From an optimization exercise on the open Yosys and OpenROAD flow, aimed at small area, a short achievable clock period and few clock cycles; shortcuts taken in it are not production practice.
Only simulation tests tie the RTL to the original design; equivalence was not proved.
Power and IR drop assume default switching activity.

Setup of before:
==> flow/design.v <==
module divider (
  input clk, rst_n,
  input start,
  input [31:0] div, dsr,
  output [31:0] q, r,
  output err,
  output done
);
  wire idle, align, iter, last, ge, skip;
  datapath dp (
    .clk(clk),
    .div(div), .dsr(dsr),
    .idle(idle), .align(align), .iter(iter),
    .q(q), .r(r), .err(err),
    .ge(ge), .last(last), .skip(skip)
  );
  controller ct (
    .clk(clk), .rst_n(rst_n), .start(start),
    .skip(skip), .last(last),
    .idle(idle), .align(align), .iter(iter), .done(done)
  );
endmodule
module controller (
  input      clk, rst_n,
  input      start,
  input      skip, last,
  output     idle,
  output reg align, iter, done
);
  assign idle = !(align || iter || done);
  always @( posedge clk )
    if( !rst_n ) begin
      align <= 1'b0;
      iter  <= 1'b0;
      done  <= 1'b0;
    end
    else begin
      align <= idle && start;
      iter  <= (align && !skip) || (iter && !last);
      done  <= (align && skip) || (iter && last);
    end
endmodule
module datapath (
  input             clk,
  input      [31:0] div, dsr,
  input             idle, align, iter,
  output reg [31:0] q, r,
  output reg        err,
  output            ge, last, skip
);
  reg [31:0] d;       
  reg  [4:0] k;       
  reg  [4:0] m;       
  reg  [1:0] kdl;     
  reg        kdb;     
  wire [4:0] msb_div, msb_dsr;
  msb32 mdiv ( .x(div), .y(msb_div) );
  msb32 mdsr ( .x(dsr), .y(msb_dsr) );
  wire dsr_zero = ( dsr == 32'd0 );
  wire [5:0] kd;
  sub5 ksub ( .a(k), .b(m), .y(kd) );
  assign skip = err || kd[5];
  wire [31:0] sh0, sh1, sh2, sh3, sh4;
  shl_stage #( .S(1),  .FILL(1'b1) ) st0 ( .x(d),   .s(kdl[0]), .y(sh0) );
  shl_stage #( .S(2),  .FILL(1'b0) ) st1 ( .x(sh0), .s(kdl[1] ^ kdb), .y(sh1) );
  shl_stage #( .S(4),  .FILL(1'b1) ) st2 ( .x(sh1), .s(kd[2]), .y(sh2) );
  shl_stage #( .S(8),  .FILL(1'b0) ) st3 ( .x(sh2), .s(kd[3]), .y(sh3) );
  shl_stage #( .S(16), .FILL(1'b1) ) st4 ( .x(sh3), .s(kd[4]), .y(sh4) );
  wire r_load = idle || ( align && err );
  wire [31:0] gl [0:5];    
  wire [31:0] pl [0:5];
  genvar lv, bi;
  generate
    for( bi = 0; bi < 32; bi = bi + 1 ) begin : pg
      ks_pg0e #( .CARRY_IN( bi == 0 ), .FORCE( bi == 31 ) ) c (
        .r(r[bi]), .d(d[bi]), .en(iter), .f(r_load), .gn(gl[0][bi]), .pn(pl[0][bi]) );
    end
    for( lv = 0; lv < 5; lv = lv + 1 ) begin : ks
      for( bi = 0; bi < 32; bi = bi + 1 ) begin : bt
        if( bi >= (1 << lv) && ( bi < (2 << lv) || lv == 4 ) ) begin : gonly
          if( lv % 2 == 1 ) begin : pn
            ks_pn_g c ( .gh(gl[lv][bi]), .ph(pl[lv][bi]), .gl(gl[lv][bi - (1 << lv)]),
                        .g(gl[lv+1][bi]) );
          end
          else begin : np
            ks_np_g c ( .gh(gl[lv][bi]), .ph(pl[lv][bi]), .gl(gl[lv][bi - (1 << lv)]),
                        .g(gl[lv+1][bi]) );
          end
          assign pl[lv+1][bi] = 1'b0;
        end
        else if( bi >= (1 << lv) ) begin : comb
          if( lv % 2 == 1 ) begin : pn
            ks_pn c ( .gh(gl[lv][bi]), .ph(pl[lv][bi]),
                      .gl(gl[lv][bi - (1 << lv)]), .pl(pl[lv][bi - (1 << lv)]),
                      .g(gl[lv+1][bi]), .p(pl[lv+1][bi]) );
          end
          else begin : np
            ks_np c ( .gh(gl[lv][bi]), .ph(pl[lv][bi]),
                      .gl(gl[lv][bi - (1 << lv)]), .pl(pl[lv][bi - (1 << lv)]),
                      .g(gl[lv+1][bi]), .p(pl[lv+1][bi]) );
          end
        end
        else begin : pass
          assign gl[lv+1][bi] = !gl[lv][bi];
          assign pl[lv+1][bi] = 1'b0;
        end
      end
    end
  endgenerate
  wire [32:0] cy = {gl[5], 1'b1};
  wire [31:1] diff_h;
  xor_late #( .W(31) ) dx ( .x(~( r[31:1] ^ d[31:1] )), .c(cy[31:1]), .y(diff_h) );
  wire [31:0] diff = {diff_h, r[0] ^ d[0]};
  assign ge = cy[32];
  assign last = ( k == m );
  wire [31:0] d_next;
  sel_late #( .W(32) ) dsel ( .s(align), .an(sh4), .b(idle ? dsr : {1'b0, d[31:1]}), .y(d_next) );
  always @( posedge clk )
    d <= d_next;
  always @( posedge clk ) begin
    if( ge )
      r <= idle ? div : ( iter ? diff : 32'd0 );
  end
  always @( posedge clk ) begin
    if( idle ) begin
      k   <= msb_div;
      kdl <= {msb_div[1] ^ msb_dsr[1], msb_div[0] ^ msb_dsr[0]};
      kdb <= !msb_div[0] && msb_dsr[0];
      m   <= msb_dsr;
      q   <= 32'd0;
      err <= dsr_zero;
    end
    else if( iter ) begin
      q <= {q[30:0], ge};
      k <= k - 5'd1;
    end
  end
endmodule
module ks_pn (
  input  gh, ph, gl, pl,
  output g, p
);
  assign g = !( gh || ( ph && gl ) );
  assign p = !( ph && pl );
endmodule
module ks_pn_g (
  input  gh, ph, gl,
  output g
);
  assign g = !( gh || ( ph && gl ) );
endmodule
module ks_np_g (
  input  gh, ph, gl,
  output g
);
  assign g = !( gh && ( ph || gl ) );
endmodule
module ks_np (
  input  gh, ph, gl, pl,
  output g, p
);
  assign g = !( gh && ( ph || gl ) );
  assign p = !( ph || pl );
endmodule
module ks_pg0e #( parameter CARRY_IN = 0, parameter FORCE = 0 ) (
  input  r, d, en, f,
  output gn, pn
);
  wire g = CARRY_IN ? ( r || !d ) : ( r && !d );
  assign gn = !( ( g && en ) || ( FORCE && f ) );
  assign pn = CARRY_IN ? 1'b1 : ( !r && d );
endmodule
module ks_pg0 #( parameter CARRY_IN = 0 ) (
  input  r, d,
  output gn, pn
);
  assign gn = CARRY_IN ? ( !r && d ) : !( r && !d );
  assign pn = CARRY_IN ? 1'b1 : ( !r && d );
endmodule
module sub5 (
  input  [4:0] a, b,
  output [5:0] y
);
  wire [4:0] gl [0:3];    
  wire [4:0] pl [0:3];
  genvar lv, bi;
  generate
    for( bi = 0; bi < 5; bi = bi + 1 ) begin : pg
      ks_pg0 #( .CARRY_IN( bi == 0 ) ) c ( .r(a[bi]), .d(b[bi]), .gn(gl[0][bi]), .pn(pl[0][bi]) );
    end
    for( lv = 0; lv < 3; lv = lv + 1 ) begin : ks
      for( bi = 0; bi < 5; bi = bi + 1 ) begin : bt
        if( bi >= (1 << lv) ) begin : comb
          if( lv % 2 == 1 ) begin : pn
            ks_pn c ( .gh(gl[lv][bi]), .ph(pl[lv][bi]),
                      .gl(gl[lv][bi - (1 << lv)]), .pl(pl[lv][bi - (1 << lv)]),
                      .g(gl[lv+1][bi]), .p(pl[lv+1][bi]) );
          end
          else begin : np
            ks_np c ( .gh(gl[lv][bi]), .ph(pl[lv][bi]),
                      .gl(gl[lv][bi - (1 << lv)]), .pl(pl[lv][bi - (1 << lv)]),
                      .g(gl[lv+1][bi]), .p(pl[lv+1][bi]) );
          end
        end
        else begin : pass
          assign gl[lv+1][bi] = !gl[lv][bi];
          assign pl[lv+1][bi] = 1'b0;
        end
      end
    end
  endgenerate
  wire [5:0] cy = {gl[3], 1'b1};
  wire [4:1] yl;
  xor_late #( .W(4) ) yx ( .x(~( a[4:1] ^ b[4:1] )), .c(cy[4:1]), .y(yl) );
  assign y = {!cy[5], yl, a[0] ^ b[0]};
endmodule
module shl_stage #( parameter S = 1, parameter FILL = 1'b1 ) (
  input  [31:0] x,
  input         s,
  output [31:0] y
);
  assign y = s ? {~x[31-S:0], {S{FILL}}} : ~x;
endmodule
module msb32 (
  input  [31:0] x,
  output [4:0]  y
);
  function [4:0] msb;
    input [31:0] x;
    reg   [31:0] t, oh;
    integer i, b;
    begin
      t = x;
      for( i = 1; i < 32; i = i * 2 )
        t = t | ( t >> i );
      oh = t & ~( t >> 1 );
      for( b = 0; b < 5; b = b + 1 ) begin
        msb[b] = 1'b0;
        for( i = 0; i < 32; i = i + 1 )
          if( i & ( 1 << b ) )
            msb[b] = msb[b] | oh[i];
      end
    end
  endfunction
  assign y = msb(x);
endmodule
module xor_late #( parameter W = 1 ) (
  input  [W-1:0] x, c,
  output [W-1:0] y
);
  assign y = x ^ c;
endmodule
module sel_late #( parameter W = 1 ) (
  input          s,
  input  [W-1:0] an, b,
  output [W-1:0] y
);
  assign y = s ? ~an : b;
endmodule
Settings: LEC_CHECK=0, CAP_MARGIN=20, CORE_MARGIN=2, CORE_UTILIZATION=60, SETUP_SLACK_MARGIN=1.6, SLEW_MARGIN=20, SYNTH_HIERARCHICAL=1; clock period 4.0 ns.
standard.sh (not shown) runs the stock make flow with config.mk's settings and CLKGATE_MAP_FILE= SYNTH_SCRIPT=/design/flow/synth_recipe.tcl, a recipe that flattens the netlist after the stock synthesis.
==> flow/flow/run.sh <==
#!/bin/bash
# The standard layout, with the port buffers that ORFS inserts before global
# placement made as sky130_fd_sc_hd__buf_1 cells rather than the default
# delay buffers; timing repair still resizes them where a path needs it.
set -euo pipefail
bash standard.sh 'BUFFER_PORTS_ARGS=-buffer_cell sky130_fd_sc_hd__buf_1' finish > standard_flow.log 2>&1
Testbench counts of before, summed over its fixed seeds: cycles 12,149.
The following lists how after was set up differently from before:
diff --git a/flow/design.v b/flow/design.v
--- a/flow/design.v
+++ b/flow/design.v
@@ -226,22 +226,33 @@
   output [4:0]  y
 );
-  function [4:0] msb;
-    input [31:0] x;
-    reg   [31:0] t, oh;
-    integer i, b;
-    begin
-      t = x;
-      for( i = 1; i < 32; i = i * 2 )
-        t = t | ( t >> i );
-      oh = t & ~( t >> 1 );
-      for( b = 0; b < 5; b = b + 1 ) begin
-        msb[b] = 1'b0;
-        for( i = 0; i < 32; i = i + 1 )
-          if( i & ( 1 << b ) )
-            msb[b] = msb[b] | oh[i];
+  wire [7:0] v;
+  wire [1:0] p [0:7];
+  genvar n;
+  generate
+    for( n = 0; n < 8; n = n + 1 ) begin : nb
+      nib_msb e ( .x(x[4*n+3:4*n]), .v(v[n]), .p(p[n]) );
+    end
+  endgenerate
+  reg [2:0] hi;
+  reg [1:0] lo;
+  integer i;
+  always @* begin
+    hi = 3'd0;
+    lo = p[0];
+    for( i = 1; i < 8; i = i + 1 )
+      if( v[i] ) begin
+        hi = i;
+        lo = p[i];
       end
-    end
-  endfunction
-  assign y = msb(x);
+  end
+  assign y = {hi, lo};
+endmodule
+module nib_msb (
+  input  [3:0] x,
+  output       v,
+  output [1:0] p
+);
+  assign v = |x;
+  assign p = {x[3] | x[2], x[3] | ( !x[2] && x[1] )};
 endmodule
 module xor_late #( parameter W = 1 ) (
--- outcome ---
After detailed routing, before needs more wire than after.
after vs. before: number of instances in the placed design decreased 22; die span in x decreased 1.4 um.
Taking after as 1.0, before lands at 1.10 on number of global-route vias before repair.
Measured against each other, after and before differ in power attributed to combinational cells, the lower figure coming from before.
before has higher first-pass GRT wire length than after.
Min area of the core across after and before: after
Going from before to after, count of multi-input gates shrank by a few percent.
after vs. before: count of clock-buffer cells in the layout decreased by 1 relative to the old numbers; clock share of power decreased by 1.9 points relative to the old numbers; final area decreased by 130 um^2 relative to the old numbers; total standard cell area after synthesis decreased by 2.2% relative to the old numbers.
The via count of after was superior to that of before.
Share of the cycle needed by the critical path after routing ends up lower on before.
Testbench counts of after, summed over its fixed seeds: cycles 12,149.

-- separate check: timing with driven ports --
How much do the figures lean on ideal ports? The routed layouts below were timed once more, with nothing changed but the port constraints. Step 1 sets driving cells, clkbuf_16 on the clock port and buf_2 on the other inputs (assumed; they add their load-dependent delay and slew). Step 2, shift: input delay + t, output delay - t, t = (earliest + latest rising clock arrival at the registers) / 2. This alone moves slack from input paths to output paths. Slacks: ideal ports / drivers / drivers and shift; pairs: ideal ports / drivers.
run	shift t [ns]	setup WS [ns]	hold WS [ns]	worst slew at a driven data input, ns
before	0.466	1.607 / 1.607 / 1.226	0.521 / 0.521 / 0.521	0.07
after	0.464	1.307 / 1.321 / 0.858	0.492 / 0.492 / 0.492	0.07
After both steps every run listed still meets setup and hold. For after, which loses most, drivers alone change the setup slack by +0.014 ns; drivers and shift together by -0.449 ns.
